Source: an optimization exercise on an open RTL-to-GDS flow (aim: small area and a short achievable clock period). Production flows keep margins and buffers that such runs may drop.
Only simulation tests tie the RTL to the original design; equivalence was not proved.
Power is estimated from default activity; no workload was simulated.

### flow/flow/run.sh
#!/bin/bash
# Layout flow: the standard ORFS flow (standard.sh, unchanged synthesis),
# with the port buffers made from sky130_fd_sc_hd__buf_1 (resized later where timing needs it) instead of the
# buffer ORFS picks by default (a delay cell). Every input and output port
# still gets its own buffer. The whole make output goes to standard_flow.log.
set -euo pipefail
bash standard.sh "BUFFER_PORTS_ARGS=-buffer_cell sky130_fd_sc_hd__buf_1" finish > standard_flow.log 2>&1
### flow/standard.sh
#!/bin/bash
# synth_recipe.tcl (not shown) runs the flow's synth.tcl, then flattens the netlist and writes it again
# the make line also repeats each setting of config.mk as NAME=value (left out here)
make -C /OpenROAD-flow-scripts/flow DESIGN_CONFIG=/design/flow/config.mk WORK_HOME=/design/flow/orfs CLKGATE_MAP_FILE= SYNTH_SCRIPT=/design/flow/synth_recipe.tcl "${@:-finish}"
### flow/constraint.sdc
create_clock -name core_clock -period 9.0 [get_ports {clk}]
set_input_delay 1.8000 -clock core_clock [delete_from_list [all_inputs] [get_ports {clk}]]
set_output_delay 1.8000 -clock core_clock [all_outputs]
set_load 0.01 [all_outputs]
### flow/config.mk
export PLATFORM = sky130hd
export DESIGN_NAME = MIPS
export DESIGN_NICKNAME = MIPS
export VERILOG_FILES = /design/flow/design.v
export SDC_FILE = /design/flow/constraint.sdc
export NUM_CORES = 4
export LEC_CHECK = 0
export CAP_MARGIN = 20
export CORE_MARGIN = 2
export CORE_UTILIZATION = 65
export CTS_BUF_LIST = sky130_fd_sc_hd__clkbuf_8
export CTS_CLUSTER_DIAMETER = 50
export CTS_CLUSTER_SIZE = 16
export GPL_ROUTABILITY_DRIVEN = 0
export SETUP_SLACK_MARGIN = 4
export SLEW_MARGIN = 20
export SYNTH_HIERARCHICAL = 1
export SYNTH_MINIMUM_KEEP_SIZE = 0
### flow/design.v
`timescale 1ns / 1ps
module Full_Adder( A, B, Cin, Sum, Cout);
	input  A, B, Cin;
	output Sum, Cout;	
	wire w;
	assign w = A ^ B;
	assign Sum = w ^ Cin;
	assign Cout = (A & B) | (w & Cin); 
endmodule
`timescale 1ns / 1ps
module Add( A, B, Cin, Sum, Cout);
	input  [15:0]  A, B;
	input  Cin;
	output [15:0] Sum; 
	output Cout;	
	wire[15:0] tSum, tCin;
	Full_Adder zero    (.A(A[0]), .B(B[0]), .Cin(Cin),     .Sum(tSum[0]), .Cout(tCin[1]));
	Full_Adder first   (.A(A[1]), .B(B[1]), .Cin(tCin[1]), .Sum(tSum[1]), .Cout(tCin[2]));
	Full_Adder second  (.A(A[2]), .B(B[2]), .Cin(tCin[2]), .Sum(tSum[2]), .Cout(tCin[3]));
	Full_Adder third   (.A(A[3]), .B(B[3]), .Cin(tCin[3]), .Sum(tSum[3]), .Cout(tCin[4]));
	Full_Adder fourth  (.A(A[4]), .B(B[4]), .Cin(tCin[4]), .Sum(tSum[4]), .Cout(tCin[5]));
	Full_Adder fifth   (.A(A[5]), .B(B[5]), .Cin(tCin[5]), .Sum(tSum[5]), .Cout(tCin[6]));
	Full_Adder sixth   (.A(A[6]), .B(B[6]), .Cin(tCin[6]), .Sum(tSum[6]), .Cout(tCin[7]));
	Full_Adder seventh (.A(A[7]), .B(B[7]), .Cin(tCin[7]), .Sum(tSum[7]), .Cout(tCin[8]));
	Full_Adder eighth     	(.A(A[8]),  .B(B[8]),  .Cin(tCin[8]),  .Sum(tSum[8]),  .Cout(tCin[9]));
	Full_Adder ninth   	 	(.A(A[9]),  .B(B[9]),  .Cin(tCin[9]),  .Sum(tSum[9]),  .Cout(tCin[10]));
	Full_Adder tenth  	 	(.A(A[10]), .B(B[10]), .Cin(tCin[10]), .Sum(tSum[10]), .Cout(tCin[11]));
	Full_Adder eleventh   	(.A(A[11]), .B(B[11]), .Cin(tCin[11]), .Sum(tSum[11]), .Cout(tCin[12]));
	Full_Adder twelveth   	(.A(A[12]), .B(B[12]), .Cin(tCin[12]), .Sum(tSum[12]), .Cout(tCin[13]));
	Full_Adder thirteenth 	(.A(A[13]), .B(B[13]), .Cin(tCin[13]), .Sum(tSum[13]), .Cout(tCin[14]));
	Full_Adder fourthteenth (.A(A[14]), .B(B[14]), .Cin(tCin[14]), .Sum(tSum[14]), .Cout(tCin[15]));
	Full_Adder fifthteenth  (.A(A[15]), .B(B[15]), .Cin(tCin[15]), .Sum(tSum[15]), .Cout(Cout));
	assign Sum = tSum;
endmodule
`timescale 1ns / 1ps
module two_comp(input [15:0] X, input neg, output reg[15:0] Y);
	always@*
		begin
			if(neg)
				Y <= ~X;
			else
				Y <= X;
		end
endmodule
`timescale 1ns / 1ps
module Add2Com( A, B, Cin, neg, Sum, Cout);
	input  [15:0]  A, B;
	input  Cin;
	input neg;
	output [15:0] Sum; 
	output Cout;	
	wire [15:0] B2C;
	wire	temp;
	two_comp one1( .X(B), .neg(neg),.Y(B2C));	
	Add Add1( .A(A), .B(B2C), .Cin(neg), .Sum(Sum), .Cout(temp));
	assign Cout = temp;
endmodule
`timescale 1ns / 1ps
module AND(input [15:0] X, input [15:0] Y, output [15:0] Z);
	assign Z = X & Y;
endmodule
`timescale 1ns / 1ps
module OR(input [15:0] X, input [15:0] Y, output [15:0] Z);
	assign Z = X | Y;
endmodule
`timescale 1ns / 1ps
module comparator( input X, input Y, output lt, output eq, output gt);	
	and and1(lt, ~X, Y);
	and and2(gt, X, ~Y);
	nor nor1(eq, lt, gt);
endmodule
`timescale 1ns / 1ps
module comparator16bit( input [15:0] X, input [15:0] Y, output lt, output eq, output gt);	
	wire [15:0] ltw,eqw,gtw;
	comparator com0(  .X(X[0]),  .Y(Y[0]),  .lt(ltw[0]),  .eq(eqw[0]),  .gt(gtw[0]));
	comparator com1(  .X(X[1]),  .Y(Y[1]),  .lt(ltw[1]),  .eq(eqw[1]),  .gt(gtw[1]));
	comparator com2(  .X(X[2]),  .Y(Y[2]),  .lt(ltw[2]),  .eq(eqw[2]),  .gt(gtw[2]));	
	comparator com3(  .X(X[3]),  .Y(Y[3]),  .lt(ltw[3]),  .eq(eqw[3]),  .gt(gtw[3]));
	comparator com4(  .X(X[4]),  .Y(Y[4]),  .lt(ltw[4]),  .eq(eqw[4]),  .gt(gtw[4]));
	comparator com5(  .X(X[5]),  .Y(Y[5]),  .lt(ltw[5]),  .eq(eqw[5]),  .gt(gtw[5]));
	comparator com6(  .X(X[6]),  .Y(Y[6]),  .lt(ltw[6]),  .eq(eqw[6]),  .gt(gtw[6]));
	comparator com7(  .X(X[7]),  .Y(Y[7]),  .lt(ltw[7]),  .eq(eqw[7]),  .gt(gtw[7]));
	comparator com8(  .X(X[8]),  .Y(Y[8]),  .lt(ltw[8]),  .eq(eqw[8]),  .gt(gtw[8]));
	comparator com9(  .X(X[9]),  .Y(Y[9]),  .lt(ltw[9]),  .eq(eqw[9]),  .gt(gtw[9]));
	comparator com10( .X(X[10]), .Y(Y[10]), .lt(ltw[10]), .eq(eqw[10]), .gt(gtw[10]));
	comparator com11( .X(X[11]), .Y(Y[11]), .lt(ltw[11]), .eq(eqw[11]), .gt(gtw[11]));
	comparator com12( .X(X[12]), .Y(Y[12]), .lt(ltw[12]), .eq(eqw[12]), .gt(gtw[12]));
	comparator com13( .X(X[13]), .Y(Y[13]), .lt(ltw[13]), .eq(eqw[13]), .gt(gtw[13]));
	comparator com14( .X(X[14]), .Y(Y[14]), .lt(ltw[14]), .eq(eqw[14]), .gt(gtw[14]));
	comparator com15( .X(X[15]), .Y(Y[15]), .lt(ltw[15]), .eq(eqw[15]), .gt(gtw[15]));
	assign eq = eqw[0] & eqw[1] & eqw[2]&eqw[3]&eqw[4]&eqw[5]&eqw[6]&eqw[7]&eqw[8]&eqw[9]&eqw[10]&eqw[11]&eqw[12]&eqw[13]&eqw[14]&eqw[15];
	assign lt = (ltw[15]) | (ltw[14] & eqw[15]) | (ltw[13] & eqw[14] & eqw[15]) | (ltw[12] & eqw[13]& eqw[14]& eqw[15])  | (ltw[11] & eqw[12]& eqw[13]& eqw[14]& eqw[15]) | (ltw[10] &  eqw[11]& eqw[12]& eqw[13]& eqw[14]&eqw[15]) | (ltw[9] & eqw[10]& eqw[11]& eqw[12]& eqw[13]& eqw[14]& eqw[15]) | (ltw[8] & eqw[9]& eqw[10]& eqw[11]& eqw[12]& eqw[13]& eqw[14]& eqw[15]) | (ltw[7]& eqw[8]& eqw[9]& eqw[10]& eqw[11]& eqw[12]& eqw[13]& eqw[14]& eqw[15]) | (ltw[6]& eqw[7]& eqw[8]& eqw[9]& eqw[10]& eqw[11]& eqw[12]& eqw[13]& eqw[14]& eqw[15]) | (ltw[5] & eqw[6]& eqw[7]& eqw[8]& eqw[9]& eqw[10]& eqw[11]& eqw[12]& eqw[13]& eqw[14]& eqw[15]) | (ltw[4] & eqw[5]& eqw[6]& eqw[7]& eqw[8]& eqw[9]& eqw[10]& eqw[11]& eqw[12]& eqw[13]& eqw[14]& eqw[15]) | (ltw[3] & eqw[4]& eqw[5]& eqw[6]& eqw[7]& eqw[8]& eqw[9]& eqw[10]& eqw[11]& eqw[12]& eqw[13]& eqw[14]& eqw[15]) | (ltw[2] &eqw[3]& eqw[4]& eqw[5]& eqw[6]& eqw[7]& eqw[8]& eqw[9]& eqw[10]& eqw[11]& eqw[12]& eqw[13]& eqw[14]& eqw[15]) | (ltw[1] & eqw[2]& eqw[3]& eqw[4]& eqw[5]& eqw[6]& eqw[7]& eqw[8]& eqw[9]& eqw[10]& eqw[11]& eqw[12]& eqw[13]& eqw[14]& eqw[15]) | (ltw[0] & eqw[1] & eqw[2]& eqw[3]& eqw[4]& eqw[5]& eqw[6]& eqw[7]& eqw[8]& eqw[9]& eqw[10]& eqw[11]& eqw[12]& eqw[13]& eqw[14]& eqw[15]);
	assign gt = (gtw[15]) | (gtw[14] & eqw[15]) | (gtw[13] & eqw[14] & eqw[15]) | (gtw[12] & eqw[13]& eqw[14]& eqw[15])  | (gtw[11] & eqw[12]& eqw[13]& eqw[14]& eqw[15]) | (gtw[10] & eqw[11]& eqw[12]& eqw[13]& eqw[14]& eqw[15]) | (gtw[9] & eqw[10]& eqw[11]& eqw[12]& eqw[13]& eqw[14]& eqw[15]) | (gtw[8] & eqw[9]& eqw[10]& eqw[11]& eqw[12]& eqw[13]& eqw[14]& eqw[15]) | (gtw[7]& eqw[8]& eqw[9]& eqw[10]& eqw[11]& eqw[12]& eqw[13]& eqw[14]& eqw[15]) | (gtw[6]& eqw[7]& eqw[8]& eqw[9]& eqw[10]& eqw[11]& eqw[12]& eqw[13]& eqw[14]& eqw[15]) | (gtw[5] & eqw[6]& eqw[7]& eqw[8]& eqw[9]& eqw[10]& eqw[11]& eqw[12]& eqw[13]& eqw[14]& eqw[15]) | (gtw[4] & eqw[5]& eqw[6]& eqw[7]& eqw[8]& eqw[9]& eqw[10]& eqw[11]& eqw[12]& eqw[13]& eqw[14]& eqw[15]) | (gtw[3] & eqw[4]& eqw[5]& eqw[6]& eqw[7]& eqw[8]& eqw[9]& eqw[10]& eqw[11]& eqw[12]& eqw[13]& eqw[14]& eqw[15]) | (gtw[2] & eqw[3]& eqw[4]& eqw[5]& eqw[6]& eqw[7]& eqw[8]& eqw[9]& eqw[10]& eqw[11]& eqw[12]& eqw[13]& eqw[14]& eqw[15]) | (gtw[1] & eqw[2]& eqw[3]& eqw[4]& eqw[5]& eqw[6]& eqw[7]& eqw[8]& eqw[9]& eqw[10]& eqw[11]& eqw[12]& eqw[13]& eqw[14]& eqw[15]) | (gtw[0] & eqw[1] & eqw[2]& eqw[3]& eqw[4]& eqw[5]& eqw[6]& eqw[7]& eqw[8]& eqw[9]& eqw[10]& eqw[11]& eqw[12]& eqw[13]& eqw[14]& eqw[15]);
endmodule
`timescale 1ns / 1ps
module MUX(input select, input[1:0] in, output out);
	wire [1:0] d;
	not not1(nselect, select);
	and and1(d[0], select, in[0]);
	and and2(d[1], nselect, in[1]);
	or or1(out,d[0], d[1]);
endmodule
`timescale 1ns / 1ps
module MUX_16bit(input select, input[15:0] X, input[15:0] Y, output[15:0] Z);
	MUX MUX0 (.select(select), .in({X[0], Y[0]}),  .out(Z[0]));
	MUX MUX1 (.select(select), .in({X[1], Y[1]}),  .out(Z[1]));
	MUX MUX2 (.select(select), .in({X[2], Y[2]}),  .out(Z[2]));
	MUX MUX3 (.select(select), .in({X[3], Y[3]}),  .out(Z[3]));
	MUX MUX4 (.select(select), .in({X[4], Y[4]}),  .out(Z[4]));
	MUX MUX5 (.select(select), .in({X[5], Y[5]}),  .out(Z[5]));
	MUX MUX6 (.select(select), .in({X[6], Y[6]}),  .out(Z[6]));
	MUX MUX7 (.select(select), .in({X[7], Y[7]}),  .out(Z[7]));
	MUX MUX8 (.select(select), .in({X[8], Y[8]}),  .out(Z[8]));
	MUX MUX9 (.select(select), .in({X[9], Y[9]}),  .out(Z[9]));
	MUX MUX10(.select(select), .in({X[10],Y[10]}), .out(Z[10]));
	MUX MUX11(.select(select), .in({X[11],Y[11]}), .out(Z[11]));
	MUX MUX12(.select(select), .in({X[12],Y[12]}), .out(Z[12]));
	MUX MUX13(.select(select), .in({X[13],Y[13]}), .out(Z[13]));
	MUX MUX14(.select(select), .in({X[14],Y[14]}), .out(Z[14]));
	MUX MUX15(.select(select), .in({X[15],Y[15]}), .out(Z[15]));
endmodule
`timescale 1ns / 1ps
module mux16x16x1(select, A,B,C,D,E,F,G,H,I,J,K,L,M,N,O,P, Z);
	input [3:0] select;
	input [15:0] A,B,C,D,E,F,G,H,I,J,K,L,M,N,O,P;
	output [15:0] Z;
	wire [15:0] w1,w2,w3,w4,w5,w6,w7,w8,w9,w10,w11,w12,w13,w14;
	MUX_16bit MUX1(.select(select[0]), .X(A), .Y(B), .Z(w1));
	MUX_16bit MUX2(.select(select[0]), .X(C), .Y(D), .Z(w2));
	MUX_16bit MUX3(.select(select[0]), .X(E), .Y(F), .Z(w3));
	MUX_16bit MUX4(.select(select[0]), .X(G), .Y(H), .Z(w4));
	MUX_16bit MUX5(.select(select[0]), .X(I), .Y(J), .Z(w5));
	MUX_16bit MUX6(.select(select[0]), .X(K), .Y(L), .Z(w6));
	MUX_16bit MUX7(.select(select[0]), .X(M), .Y(N), .Z(w7));
	MUX_16bit MUX8(.select(select[0]), .X(O), .Y(P), .Z(w8));
	MUX_16bit MUX9 (.select(select[1]), .X(w1), .Y(w2), .Z(w9));
	MUX_16bit MUX10(.select(select[1]), .X(w3), .Y(w4), .Z(w10));
	MUX_16bit MUX11(.select(select[1]), .X(w5), .Y(w6), .Z(w11));
	MUX_16bit MUX12(.select(select[1]), .X(w7), .Y(w8), .Z(w12));
	MUX_16bit MUX13(.select(select[2]), .X(w9), .Y(w10), .Z(w13));
	MUX_16bit MUX14(.select(select[2]), .X(w11), .Y(w12), .Z(w14));
	MUX_16bit MUX15(.select(select[3]), .X(w13), .Y(w14), .Z(Z));
endmodule
`timescale 1ns / 1ps
module dff( clk, data, reset, q );
	input clk, data, reset;
	output reg q;
	always@(posedge clk)
	begin
		q <= data;
		if(reset)
			q <= 0;
	end
endmodule
`timescale 1ns / 1ps
module register16bit( clk, reset, D, select, Q);
	input clk, reset, select;
	input  [15:0] D;
	output [15:0] Q;
	wire 	 [15:0] Z;
	MUX_16bit MUX1( .select(select), .X(Q), .Y(D), .Z(Z) );
	dff d0 ( .clk(clk), .reset(reset), .data(Z[0]),  .q(Q[0]) );
	dff d1 ( .clk(clk), .reset(reset), .data(Z[1]),  .q(Q[1]) );
	dff d2 ( .clk(clk), .reset(reset), .data(Z[2]),  .q(Q[2]) );
	dff d3 ( .clk(clk), .reset(reset), .data(Z[3]),  .q(Q[3]) );
	dff d4 ( .clk(clk), .reset(reset), .data(Z[4]),  .q(Q[4]) );
	dff d5 ( .clk(clk), .reset(reset), .data(Z[5]),  .q(Q[5]) );
	dff d6 ( .clk(clk), .reset(reset), .data(Z[6]),  .q(Q[6]) );
	dff d7 ( .clk(clk), .reset(reset), .data(Z[7]),  .q(Q[7]) );
	dff d8 ( .clk(clk), .reset(reset), .data(Z[8]),  .q(Q[8]) );	
	dff d9 ( .clk(clk), .reset(reset), .data(Z[9]),  .q(Q[9]) );
	dff d10( .clk(clk), .reset(reset), .data(Z[10]), .q(Q[10]) );	
	dff d11( .clk(clk), .reset(reset), .data(Z[11]), .q(Q[11]) );	
	dff d12( .clk(clk), .reset(reset), .data(Z[12]), .q(Q[12]) );	
	dff d13( .clk(clk), .reset(reset), .data(Z[13]), .q(Q[13]) );
	dff d14( .clk(clk), .reset(reset), .data(Z[14]), .q(Q[14]) );	
	dff d15( .clk(clk), .reset(reset), .data(Z[15]), .q(Q[15]) );
endmodule
`timescale 1ns / 1ps
module Decoder4t16(
    input E,
    input [3:0] S,
    output [15:0] D
    );
	assign D = (E) ? (1 << S) : 16'b0 ;
endmodule
`timescale 1ns / 1ps
module reg_file( A, B, C, Aaddr, Baddr, Caddr, load, clear, clk, r1, r2, r3 );
	input  load, clk, clear;
	input  [15:0] C;
	input  [3:0] Aaddr, Baddr, Caddr;
	output [15:0] A, B, r1,r2,r3;
	wire [15:0] regOut1,regOut2,regOut3,regOut4,regOut5,regOut6,regOut7,regOut8,regOut9,regOut10,regOut11,regOut12,regOut13,regOut14,regOut15,regOut16;
	wire [15:0] slt;
	Decoder4t16 dec(.E(load), .S(Caddr), .D(slt));
	register16bit reg1 ( .clk(clk), .reset(clear), .D(C), .select(slt[0]),  .Q(regOut1 ));
	register16bit reg2 ( .clk(clk), .reset(clear), .D(C), .select(slt[1]),  .Q(regOut2 ));
	register16bit reg3 ( .clk(clk), .reset(clear), .D(C), .select(slt[2]),  .Q(regOut3 ));
	register16bit reg4 ( .clk(clk), .reset(clear), .D(C), .select(slt[3]),  .Q(regOut4 ));
	register16bit reg5 ( .clk(clk), .reset(clear), .D(C), .select(slt[4]),  .Q(regOut5 ));
	register16bit reg6 ( .clk(clk), .reset(clear), .D(C), .select(slt[5]),  .Q(regOut6 ));
	register16bit reg7 ( .clk(clk), .reset(clear), .D(C), .select(slt[6]),  .Q(regOut7 ));
	register16bit reg8 ( .clk(clk), .reset(clear), .D(C), .select(slt[7]),  .Q(regOut8 ));
	register16bit reg9 ( .clk(clk), .reset(clear), .D(C), .select(slt[8]),  .Q(regOut9 ));
	register16bit reg10( .clk(clk), .reset(clear), .D(C), .select(slt[9]),  .Q(regOut10));
	register16bit reg11( .clk(clk), .reset(clear), .D(C), .select(slt[10]), .Q(regOut11));
	register16bit reg12( .clk(clk), .reset(clear), .D(C), .select(slt[11]), .Q(regOut12));
	register16bit reg13( .clk(clk), .reset(clear), .D(C), .select(slt[12]), .Q(regOut13));
	register16bit reg14( .clk(clk), .reset(clear), .D(C), .select(slt[13]), .Q(regOut14));
	register16bit reg15( .clk(clk), .reset(clear), .D(C), .select(slt[14]), .Q(regOut15));
	register16bit reg16( .clk(clk), .reset(clear), .D(C), .select(slt[15]), .Q(regOut16));
	mux16x16x1 muxA(.select(Aaddr), .A(regOut1),.B(regOut2),.C(regOut3),.D(regOut4),.E(regOut5),.F(regOut6),.G(regOut7),.H(regOut8),.I(regOut9),.J(regOut10),.K(regOut11),.L(regOut12),.M(regOut13),.N(regOut14),.O(regOut15),.P(regOut16), .Z(A));
	mux16x16x1 muxB(.select(Baddr), .A(regOut1),.B(regOut2),.C(regOut3),.D(regOut4),.E(regOut5),.F(regOut6),.G(regOut7),.H(regOut8),.I(regOut9),.J(regOut10),.K(regOut11),.L(regOut12),.M(regOut13),.N(regOut14),.O(regOut15),.P(regOut16), .Z(B));
	assign r1 = regOut2;
	assign r2 = regOut3;
	assign r3 = regOut4;
endmodule
`timescale 1ns / 1ps
module ControlUnit(
	input [3:0] controlop,
	output reg [2:0] ALUop,
	output reg jump, regdest, Regwrite, ALUsrc, branch, memread, memwrite, memtoreg
	);
	always @ (controlop)
	begin
	case (controlop)
			0:  
			begin
				ALUop = 2;
				jump = 0;
				regdest = 1;
				Regwrite = 1;
				ALUsrc = 0;
				branch=0;
				memread=0;
				memwrite=0;
				memtoreg=0;
			end
			1:  
			begin
				ALUop=3;
				jump=0;
				regdest=1;
				Regwrite=1;
				ALUsrc=0;
				branch=0;
				memread=0;
				memwrite=0;
				memtoreg=0;
			end
	2:  
			begin
				ALUop=0;
				jump=0;
				regdest=1;
				Regwrite=1;
				ALUsrc=0;
				branch=0;
				memread=0;
				memwrite=0;
				memtoreg=0;
			end
	3:  
			begin
				ALUop=0;
				jump=0;
				regdest=0;
				Regwrite=1;
				ALUsrc=1;
				branch=0;
				memread=0;
				memwrite=0;
				memtoreg=0;
			end
			6:  
			begin
				ALUop=1;
				jump=0;
				regdest=1;
				Regwrite=1;
				ALUsrc=0;
				branch=0;
				memread=0;
				memwrite=0;
				memtoreg=0;
			end
			7:  
			begin
				ALUop=4;
				jump=0;
				regdest=1;
				Regwrite=1;
				ALUsrc=0;
				branch=0;
				memread=0;
				memwrite=0;
				memtoreg=0;
			end
			8:  
			begin
				ALUop=0;
				jump=0;
				regdest=0;
				Regwrite=1;
				ALUsrc=1;
				branch=0;
				memread=1;
				memwrite=0;
				memtoreg=1;
			end
			10:  
			begin
				ALUop=0;
				jump=0;
				regdest=0;
				Regwrite=0;
				ALUsrc=1;
				branch=0;
				memread=0;
				memwrite=1;
				memtoreg=1;
			end
			14:  
			begin
				ALUop=5;
				jump=0;
				regdest=0;
				Regwrite=0;
				ALUsrc=0;
				branch=1;
				memread=0;
				memwrite=0;
				memtoreg=0;
			end
		  15:  
			begin
				ALUop=0;
				jump=1;
				regdest=0;
				Regwrite=0;
				ALUsrc=1;
				branch=0;
				memread=0;
				memwrite=0;
				memtoreg=0;
			end
			default:
			begin
				ALUop=0;
				jump=0;
				regdest=0;
				Regwrite=0;
				ALUsrc=0;
				branch=0;
				memread=0;
				memwrite=0;
				memtoreg=0;
			end
		  endcase
	end
endmodule
`timescale 1ns / 1ps
module alu(clk,X, Y, out, Cin, Cout, lt, eq, gt, V, opcod);
	input  [15:0] X, Y;
	input  [2:0] opcod;
	input  Cin,clk;
	output [15:0] out;
	output Cout, lt, eq, gt, V;
	wire [16:0] add, sub, andL, orL;
	reg [16:0] temp;
	Add2Com add1( .A(X), .B(Y), .Cin(Cin), .neg(1'b0), .Sum(add[15:0]), .Cout(add[16]));
	Add2Com sub1(.A(X), .B(Y), .Cin(1'b1), .neg(1'b1), .Sum(sub[15:0]), .Cout(sub[16]));
	OR or1(.X(X), .Y(Y), .Z(orL));
	AND and1(.X(X), .Y(Y), .Z(andL));
	comparator16bit com1( .X(X), .Y(Y), .lt(lt), .eq(eq), .gt(gt));	
	always @(*)
	begin
		case(opcod)
			0: temp = add;
			1: temp = sub;
			2: temp = andL;
			3: temp = orL;
			4: begin
				if(lt)
					temp = 1;
				else 
					temp = 0;
				end
			5: temp = 0;
			default: temp = 8;
		endcase
	end
	assign out  = temp[15:0];
	assign Cout = temp[16];
endmodule
`timescale 1ns / 1ps
module Data_Memory( clk, clear, MemWrite, MemRead, Address, WriteData, ReadData );
	input  clk, clear, MemWrite, MemRead;
	input  [15:0] WriteData;
	input  [15:0] Address;
	output reg[15:0] ReadData;
	reg[15:0]d_mm[0:15];
	always@(posedge clk)
	begin
		if(clear) begin
			d_mm[0]  <= 16'h0001;
			d_mm[1]  <= 16'h0004;
			d_mm[2]  <= 16'h0006;
			d_mm[3]  <= 16'h0004;
			d_mm[4]  <= 16'h0005;
			d_mm[5]  <= 16'h0006;
			d_mm[6]  <= 16'h0001;
			d_mm[7]  <= 16'h0001;
			d_mm[8]  <= 16'h0001;
			d_mm[9]  <= 16'h0001;
			d_mm[10] <= 16'h0001;
			d_mm[11] <= 16'h0001;
			d_mm[12] <= 16'h0001;
			d_mm[13] <= 16'h0001;
			d_mm[14] <= 16'h0001;
			d_mm[15] <= 16'h0001;
		end
		else if(MemWrite)
			d_mm[Address[3:0]] <= WriteData;
	end
	always@(*)
		ReadData = d_mm[Address[3:0]];
endmodule
`timescale 1ns / 1ps
module aoi222(input a0, a1, b0, b1, c0, c1, output y);
	assign y = ~((a0 & a1) | (b0 & b1) | (c0 & c1));
endmodule
module nand2m(input a, b, output y);
	assign y = ~(a & b);
endmodule
module nand3m(input a, b, c, output y);
	assign y = ~(a & b & c);
endmodule
module nand4m(input a, b, c, d, output y);
	assign y = ~(a & b & c & d);
endmodule
module nor2m(input a, b, output y);
	assign y = ~(a | b);
endmodule
module and2m(input a, b, output y);
	assign y = a & b;
endmodule
module or2m(input a, b, output y);
	assign y = a | b;
endmodule
module xor2m(input a, b, output y);
	assign y = a ^ b;
endmodule
module nand2bm(input an, b, output y);
	assign y = an | ~b;
endmodule
module nor2bm(input a, bn, output y);
	assign y = ~a & bn;
endmodule
module oai21m(input a1, a2, b1, output y);
	assign y = ~((a1 | a2) & b1);
endmodule
module aoi21m(input a1, a2, b1, output y);
	assign y = ~((a1 & a2) | b1);
endmodule
module mux2im(input a0, a1, s, output y);
	assign y = ~(s ? a1 : a0);
endmodule
module mux16t(input [15:0] d, input [15:0] s, output [5:0] t);
	aoi222 u0(d[0],  s[0],  d[1],  s[1],  d[2],  s[2],  t[0]);
	aoi222 u1(d[3],  s[3],  d[4],  s[4],  d[5],  s[5],  t[1]);
	aoi222 u2(d[6],  s[6],  d[7],  s[7],  d[8],  s[8],  t[2]);
	aoi222 u3(d[9],  s[9],  d[10], s[10], d[11], s[11], t[3]);
	aoi222 u4(d[12], s[12], d[13], s[13], d[14], s[14], t[4]);
	nand2m u5(d[15], s[15], t[5]);
endmodule
module mux16oh(input [15:0] d, input [15:0] s, output yn);
	wire [5:0] t;
	wire x0, x1;
	mux16t m(.d(d), .s(s), .t(t));
	nand3m v0(t[0], t[1], t[2], x0);
	nand3m v1(t[3], t[4], t[5], x1);
	nor2m  w0(x0, x1, yn);
endmodule
module mux16oh2(input [15:0] d, input [15:0] s, output y, yn);
	wire [5:0] t;
	wire x0, x1;
	mux16t m(.d(d), .s(s), .t(t));
	nand3m v0(t[0], t[1], t[2], x0);
	nand3m v1(t[3], t[4], t[5], x1);
	nor2m  w0(x0, x1, yn);
	or2m   w1(x0, x1, y);
endmodule
module aoi221(input a1, a2, b1, b2, c1, output y);
	assign y = ~((a1 & a2) | (b1 & b2) | c1);
endmodule
module mux16ohx(input [15:0] d, input [15:0] s, input xn, output yn);
	wire [5:0] t;
	wire x0, x1;
	mux16t m(.d(d), .s(s), .t(t));
	nand3m v0(t[0], t[1], t[2], x0);
	nand4m v1(t[3], t[4], t[5], xn, x1);
	nor2m  w0(x0, x1, yn);
endmodule
module mux16wb(input [15:0] d, input [15:0] s, input alun, output y);
	wire [5:0] t;
	wire x0, x1;
	mux16t m(.d(d), .s(s), .t(t));
	nand3m v0(t[0], t[1], t[2], x0);
	nand4m v1(t[3], t[4], t[5], alun, x1);
	or2m   w0(x0, x1, y);
endmodule
module MIPS(
	input clk, clear,
	input [15:0] instr,
	output reg [3:0] PC,
	output [15:0] R1, R2, R3
	);
	wire [3:0] op  = instr[15:12];
	wire [3:0] rs  = instr[11:8];
	wire [3:0] rt  = instr[7:4];
	wire [3:0] rd  = instr[3:0];
	wire [3:0] imm = instr[3:0];
	wire nc = ~clear;
	wire is_and  = (op == 4'd0);
	wire is_or   = (op == 4'd1);
	wire is_add  = (op == 4'd2);
	wire is_addi = (op == 4'd3);
	wire is_sub  = (op == 4'd6);
	wire is_slt  = (op == 4'd7);
	wire is_lw   = (op == 4'd8);
	wire is_sw   = (op == 4'd10);
	wire is_bne  = (op == 4'd14);
	wire is_j    = (op == 4'd15);
	wire rwe = is_and | is_or | is_add | is_addi | is_sub | is_slt | is_lw;
	wire [3:0] waddr = (is_addi | is_lw) ? rt : rd;
	wire sub = op[2];    
	wire [15:0] r [0:15];    
	wire [15:0] m [0:15];    
	wire [15:0] mhit, An, Bn, A, Bx, wd, alun;
	wire [15:0] sA [0:1];
	wire [15:0] sB [0:1];
	wire [15:0] sM [0:1];
	wire [3:0] pAl, pAh, pBl, pBh;
	wire lwnc = is_lw & nc;
	genvar i, b;
	generate
		for (i = 0; i < 4; i = i + 1) begin : pre
			assign pAl[i] = ~(rs[1:0] == i);
			assign pAh[i] = ~(rs[3:2] == i);
			assign pBl[i] = ~(rt[1:0] == i);
			assign pBh[i] = ~(rt[3:2] == i);
		end
		for (i = 0; i < 16; i = i + 1) begin : dec
			for (b = 0; b < 2; b = b + 1) begin : cp
				nor2m ua(pAl[i % 4], pAh[i / 4], sA[b][i]);
				nor2m ub(pBl[i % 4], pBh[i / 4], sB[b][i]);
				and2m um(mhit[i], lwnc, sM[b][i]);
			end
			wire [3:0] tgt = i - imm;
			assign mhit[i] = (A[3:0] == tgt);
		end
		for (b = 0; b < 16; b = b + 1) begin : rp
			wire [15:0] rc, mc;
			for (i = 0; i < 16; i = i + 1) begin : w_
				assign rc[i] = r[i][b];
				assign mc[i] = m[i][b];
			end
			mux16oh pa(.d(rc), .s(sA[b / 8]), .yn(An[b]));
			mux16oh2 pb(.d(rc), .s(sB[b / 8]), .y(Bx[b]), .yn(Bn[b]));
			mux16wb pm(.d(mc), .s(sM[b / 8]), .alun(alun[b]), .y(wd[b]));
		end
	endgenerate
	assign A  = ~An;
	wire selB  = ~is_addi & ~sub;
	wire selBn = ~is_addi & sub;
	wire [15:0] immb = {12'b0, imm & {4{is_addi}}};
	wire [15:0] Yn, p, g0, t0;
	wire [15:0] g1n, t1n, g2, t2, g3n, t3n, g4;
	generate
		for (b = 0; b < 16; b = b + 1) begin : l0
			aoi221 uy(selB, Bx[b], selBn, Bn[b], immb[b], Yn[b]);
			xor2m  up(An[b], Yn[b], p[b]);              
			if (b == 0) begin : c0
				assign g0[0] = (~An[0] & ~Yn[0]) | ((~An[0] | ~Yn[0]) & sub);
				assign t0[0] = 1'b0;
			end else begin : cn
				nor2m  ug(An[b], Yn[b], g0[b]);     
				nand2m ut(An[b], Yn[b], t0[b]);     
			end
		end
		for (b = 0; b < 16; b = b + 1) begin : l1
			if (b >= 1) begin : c
				aoi21m ug(t0[b], g0[b-1], g0[b], g1n[b]);
				if (b >= 2) begin : t
					nand2m ut(t0[b], t0[b-1], t1n[b]);
				end else begin : tz
					assign t1n[b] = 1'b1;
				end
			end else begin : p_
				assign g1n[b] = ~g0[b];
				assign t1n[b] = 1'b1;
			end
		end
		for (b = 0; b < 16; b = b + 1) begin : l2
			if (b >= 2) begin : c
				oai21m ug(t1n[b], g1n[b-2], g1n[b], g2[b]);
				if (b >= 4) begin : t
					nor2m ut(t1n[b], t1n[b-2], t2[b]);
				end else begin : tz
					assign t2[b] = 1'b0;
				end
			end else begin : p_
				assign g2[b] = ~g1n[b];
				assign t2[b] = 1'b0;
			end
		end
		for (b = 0; b < 16; b = b + 1) begin : l3
			if (b >= 4) begin : c
				aoi21m ug(t2[b], g2[b-4], g2[b], g3n[b]);
				if (b >= 8) begin : t
					nand2m ut(t2[b], t2[b-4], t3n[b]);
				end else begin : tz
					assign t3n[b] = 1'b1;
				end
			end else begin : p_
				assign g3n[b] = ~g2[b];
				assign t3n[b] = 1'b1;
			end
		end
		for (b = 0; b < 16; b = b + 1) begin : l4
			if (b >= 8) begin : c
				oai21m ug(t3n[b], g3n[b-8], g3n[b], g4[b]);
			end else begin : p_
				assign g4[b] = ~g3n[b];
			end
		end
	endgenerate
	wire [15:0] c = {g4[14:0], sub};
	wire lt = ~g4[15];    
	wire sel_as  = (is_add | is_addi | is_sub) & nc;
	wire sel_and = is_and & nc;
	wire sel_or  = is_or & nc;
	wire sel_slt = is_slt & nc;
	wire [15:0] lg = ({16{sel_and}} & (A & Bx)) | ({16{sel_or}} & (A | Bx));
	wire [15:0] xv = ({16{sel_as}} &  p) | lg;    
	wire [15:0] yv = ({16{sel_as}} & ~p) | lg;    
	wire alun0;
	generate
		for (b = 0; b < 16; b = b + 1) begin : fin
			if (b == 0) begin : b0
				mux2im um(xv[b], yv[b], c[b], alun0);
			end else begin : bn
				mux2im um(xv[b], yv[b], c[b], alun[b]);
			end
		end
	endgenerate
	assign alun[0] = alun0 & ~(sel_slt & lt);
	wire [15:0] dz = Bx & {16{nc}};
	wire [15:0] d1 = Bx | {16{clear}};
	function [15:0] dinit(input integer w);
		case (w)
			0: dinit = 16'h0001;
			1: dinit = 16'h0004;
			2: dinit = 16'h0006;
			3: dinit = 16'h0004;
			4: dinit = 16'h0005;
			5: dinit = 16'h0006;
			default: dinit = 16'h0001;
		endcase
	endfunction
	generate
		for (i = 0; i < 16; i = i + 1) begin : g
			reg [15:0] rr;
			reg [15:0] mm;
			always @(posedge clk)
				if (clear || (rwe && waddr == i))
					rr <= wd;
			always @(posedge clk)
				if (clear || (is_sw && mhit[i]))
					mm <= (dinit(i) & d1) | (~dinit(i) & dz);
			assign r[i] = rr;
			assign m[i] = mm;
		end
	endgenerate
	wire taken = is_j | (is_bne & (An != Bn));
	always @(posedge clk) begin
		if (clear)
			PC <= 4'd0;
		else if (taken)
			PC <= instr[3:0];
		else
			PC <= PC + 4'd1;
	end
	assign R1 = r[1];
	assign R2 = r[2];
	assign R3 = r[3];
endmodule
==> parameters.txt <==
Parameter                              Value

Outcome
  Result of the run  timing/DRC/antenna clean

Layout
  Area growth syn-to-layout    13.3%
  Share of layout cells above drive strength 1    0.184
  Finished Cell Area    ~0.026 mm^2
  Antenna Diode Count    0
  Final design utilization    0.747
  NumNets Final    between 1500 and 2000

Critical path
  Kind of end point of the critical path    flip-flop
  Top cell family by delay on the critical path    simple AND/OR/NAND/NOR gates
  Delay of the slowest cell on the worst path    0.40 ns
  Worst Path Arrival    roughly 5.4 ns
  Crit start category    input port
  Library cell appearing most often on the critical path    or2_4
  Endpoint required time on the critical path    9.36 ns
  Sequence of cells on the critical path    buf_2, or2_4, buf_12, nor2_4, a222oi_1, nand3_1, or2_4, a221oi_2, nand2_1, nand2_1, o21ai_2, a21oi_2, inv_1, a21oi_2, inv_1, mux2i_1, nand4_1, or2_4
  Slowest stage cell on the critical path    a221oi_2
  Count of buffer and inverter cells on the critical path    4
  Critical path class    in -> reg
  Crit Path Max Fanout    16

Die
  FP Rows    68
  X dimension of the die    191 um
  Die height    191 um
  Full die area    0.0366 mm^2
  Top-level I/O count    70
  Core region area    0.0345 mm^2
  Initial Util    0.660

Routing
  Via total after detailed routing    approximately 17000
  Vias per cell    7.36
  Detailed-router iteration count before antenna repair    13
  DRC violation count after routing    0
  Routed length per instance    27.5 um
  DRT Wirelength    63.0 mm
  Remaining antenna violation count    0
  Violation count after the first detailed-routing iteration    3581

Pwr
  Total power per unit cell area    210 mW/mm^2
  Worst IR Drop VDD    0.000159 V
  Leakage Power    9.25 nW

STA
  Setup violation total in the final timing report    0
  Final Slew Violations    0
  Final total negative setup slack    0 ns
  Number of hold-slack violations in the final timing report    0
  Unrepaired setup endpoints after global routing    yes
  Ratio of final minimum period to clock period    0.556
  Peak clock frequency supported by timing    200 MHz
  Normalized max-slew margin    0.297
  Clock period minus final worst setup slack    5.00 ns
  Worst Skew    0.0462 ns
  Transition time of the tightest slew-check pin    1.05 ns

GRT
  Met1 demand-to-capacity share in global routing    0.512
  Wire length of the first global-routing pass    93.0 mm
  GRT Residual Overflow    0
  Vias in the first global route    15500
  Largest net degree at the start of global routing    62
  Global-route track usage on met3    0.0520
  Number of antenna violations at the first check in global routing    0
  Fraction of met2 tracks used by global routing    0.515
  Most used routing layer in global routing    met2
  Overall routing resource usage    0.342

Yosys
  Async set-or-reset flop fraction in the synthesized netlist    0
  Instance count of the mapped netlist    1621
  Ranking of synthesized cells by area    edfxtp_1 (67%), a222oi_1 (11%), nand2_1 (2.5%), nor2_1 (2.5%), nand3_1 (1.9%)
  Main synth FF type    edfxtp_1
  Area leader, netlist    edfxtp_1
  Average footprint of a synthesized cell    14.1 um^2
  Most instantiated library cell after synthesis    edfxtp_1
  Count of warnings emitted by yosys    7
  Post-synth top area share    0.675
  Number of enable flip-flop cells after synthesis    roughly 510
  Post-synth design cell area    0.0228 mm^2
  Most used standard cells in the synthesized netlist    edfxtp_1 (512), a222oi_1 (240), nand2_1 (151), nor2_1 (151), nand3_1 (88)
  Portion of the post-synthesis area used by sequential elements    0.678
  #FFs+latches synth    516
  Unique cell type count in the Yosys netlist    54

Clocking
  Total CTS buffers    46
  Number of buffers inserted by hold repair at cts    0
  Source-to-sink clock delay at the later pin of the worst-skew pair    0.65 ns
  Number of clock sinks seen by CTS    516
  Cell at the root of the clock tree    clkbuf_8
  TritonCTS clock tree    done
  CTS H-tree depth    2
  Register clock-pin slew on the reported worst setup and hold paths    0.09 ns
  Bufs on Longest Clock Path    3

Job
  Number of violations of the max-capacitance limit    0

Placed design
  Post-placement cell area    0.0238 mm^2
  Sum of net half-perimeters after detailed placement    43.3 mm
  Count of input and output buffers    69

Min path
  Worst min path class    reg -> reg
[path summary, 6_finish.rpt]
path | depth (start not counted) | slack [ns] | from | to
hold / removal | 1 | 0.53 | PC[0] | PC[0]
setup / recovery | 18 | 4.00 | instr[4] | g[13].rr[6]
setup reg to reg | 14 | 5.22 | g[3].rr[0] | g[13].rr[6]
hold reg to reg | 1 | 0.53 | PC[0] | PC[0]
[layout by cell type, fill, tap and decap left out, types with 5 or more instances in the layout]
cell / Yosys / routed
edfxtp_1: 512 / 512
a222oi_1: 240 / 240
nand2_1: 151 / 145
nor2_1: 151 / 96
nand3_1: 88 / 87
buf_4: 2 / 71
buf_1: 0 / 59
o21ai_0: 55 / 54
clkbuf_8: 0 / 49
inv_1: 31 / 37
nor2_2: 0 / 34
or2_4: 0 / 28
a21oi_2: 28 / 28
and2_1: 34 / 28
xor2_1: 28 / 25
xnor2_1: 25 / 24
nor2_4: 0 / 21
a21o_1: 21 / 21
o21ai_1: 22 / 20
nand4_1: 19 / 19
nor2b_1: 20 / 17
mux2i_1: 18 / 16
conb_1: 1 / 12
nor3_1: 11 / 11
o21bai_1: 12 / 10
or2_1: 32 / 10
nand2b_1: 17 / 9
a221oi_4: 0 / 9
nand2b_4: 0 / 8
ha_1: 8 / 8
a221oi_2: 16 / 7
clkbuf_2: 0 / 6
or2_2: 8 / 5
a211oi_1: 5 / 5
and2_2: 0 / 5
clkinv_2: 0 / 5
buf_12: 0 / 5
[cell families (layout without fill, tap and decap cells)]
kind of cell / after synthesis / count (layout) / synth area share
adder cells (fa/ha/maj): 9 / 9 / 0.00483
flip-flops: 516 / 516 / 0.678
AND/OR/NAND/NOR: 551 / 554 / 0.115
other: 1 / 12 / 0.000165
XOR/XNOR: 55 / 55 / 0.0218
AO/OA/AOI/OAI: 416 / 416 / 0.163
multiplexers: 18 / 18 / 0.00791
buffers and inverters: 55 / 255 / 0.00961
[cell type report]
class                      instances  area [um^2]
timing repair buffer             146          922
sequential                       516        15500
multi-input combinational       1064         7810
fill                            2233         8730
clock inverter                    29          264
clock buffer                      49          674
inverter                          31          116
tap                              455          569
[through the flow]
stage          power (W)  cells  hold slack, ns  setup slack [ns]
2_1_floorplan    0.00365   1632           0.544              4.01
3_3_place_gp     0.00392   2156           0.516              2.80
3_5_place_dp     0.00395   2156           0.516              2.69
4_1_cts          0.00533   2242           0.529              3.95
5_1_grt          0.00562   2290           0.565              3.90
6_report         0.00543   2290           0.526              4.00
[where the power goes]
| group | internal [W] | switching, W |
|---|---|---|
| clock | 0.000589 | 0.000790 |
| combinational | 0.000307 | 0.000640 |
| sequential | 0.00298 | 0.000120 |
| total | 0.00387 | 0.00155 |
[metal layers]
layer / share of wire / vias up
li1: - / 7144
met1: 0.39 / 8181
met2: 0.45 / 1326
met3: 0.11 / 200
met4: 0.041 / 0
met5: 0 / -
[Yosys stat by module, one instance, submodules excluded, excerpt]
module	flip-flops and latches	cells inside	copies in the design
MIPS	516	916	1
and2m	0	1	32
aoi21m	0	1	27
aoi221	0	1	16
aoi222	0	1	240
mux2im	0	1	16
nand2m	0	1	85
nand3m	0	1	80
nand4m	0	1	16
nor2m	0	1	123
oai21m	0	1	22
or2m	0	1	32
xor2m	0	1	16
[sequential cells by signal (all words and copies together) (netlist names)]
signal and flops:
g.rr 256, PC 4, g.mm 256
[what timing repair did]
item | CTS | global route
pin swaps | 7 | 31
buffers inserted | 8 | 44
setup endpoints to repair | 256 | 256
resized for setup | 106 | 72
gates cloned | 0 | 3

-- re-timing with driven ports --
No port has a modelled driver above. Below, the same layout with a new extraction and two added sets of constraints.
Step 1, drivers: a clkbuf_16 drives clk and a buf_2 each remaining input, both assumed.
Step 2 moves the port delays by t, midway between the first and last clock arrival at a register: inputs arrive t later, outputs are due t later. That takes back most of the time a late clock gives input paths.
Three values: ideal, step 1, step 2; two values: the first two.
shift t [ns]: 0.675
setup slack, ns: 3.999 / 4.019 / 3.344
hold WS [ns]: 0.526 / 0.526 / 0.526
worst data-port slew with drivers (ns): 0.04
pins driven straight from the clock port: 1
After both steps setup and hold are still met in this run. The setup slack of this run moves by +0.020 ns with the drivers and by -0.655 ns with both steps.
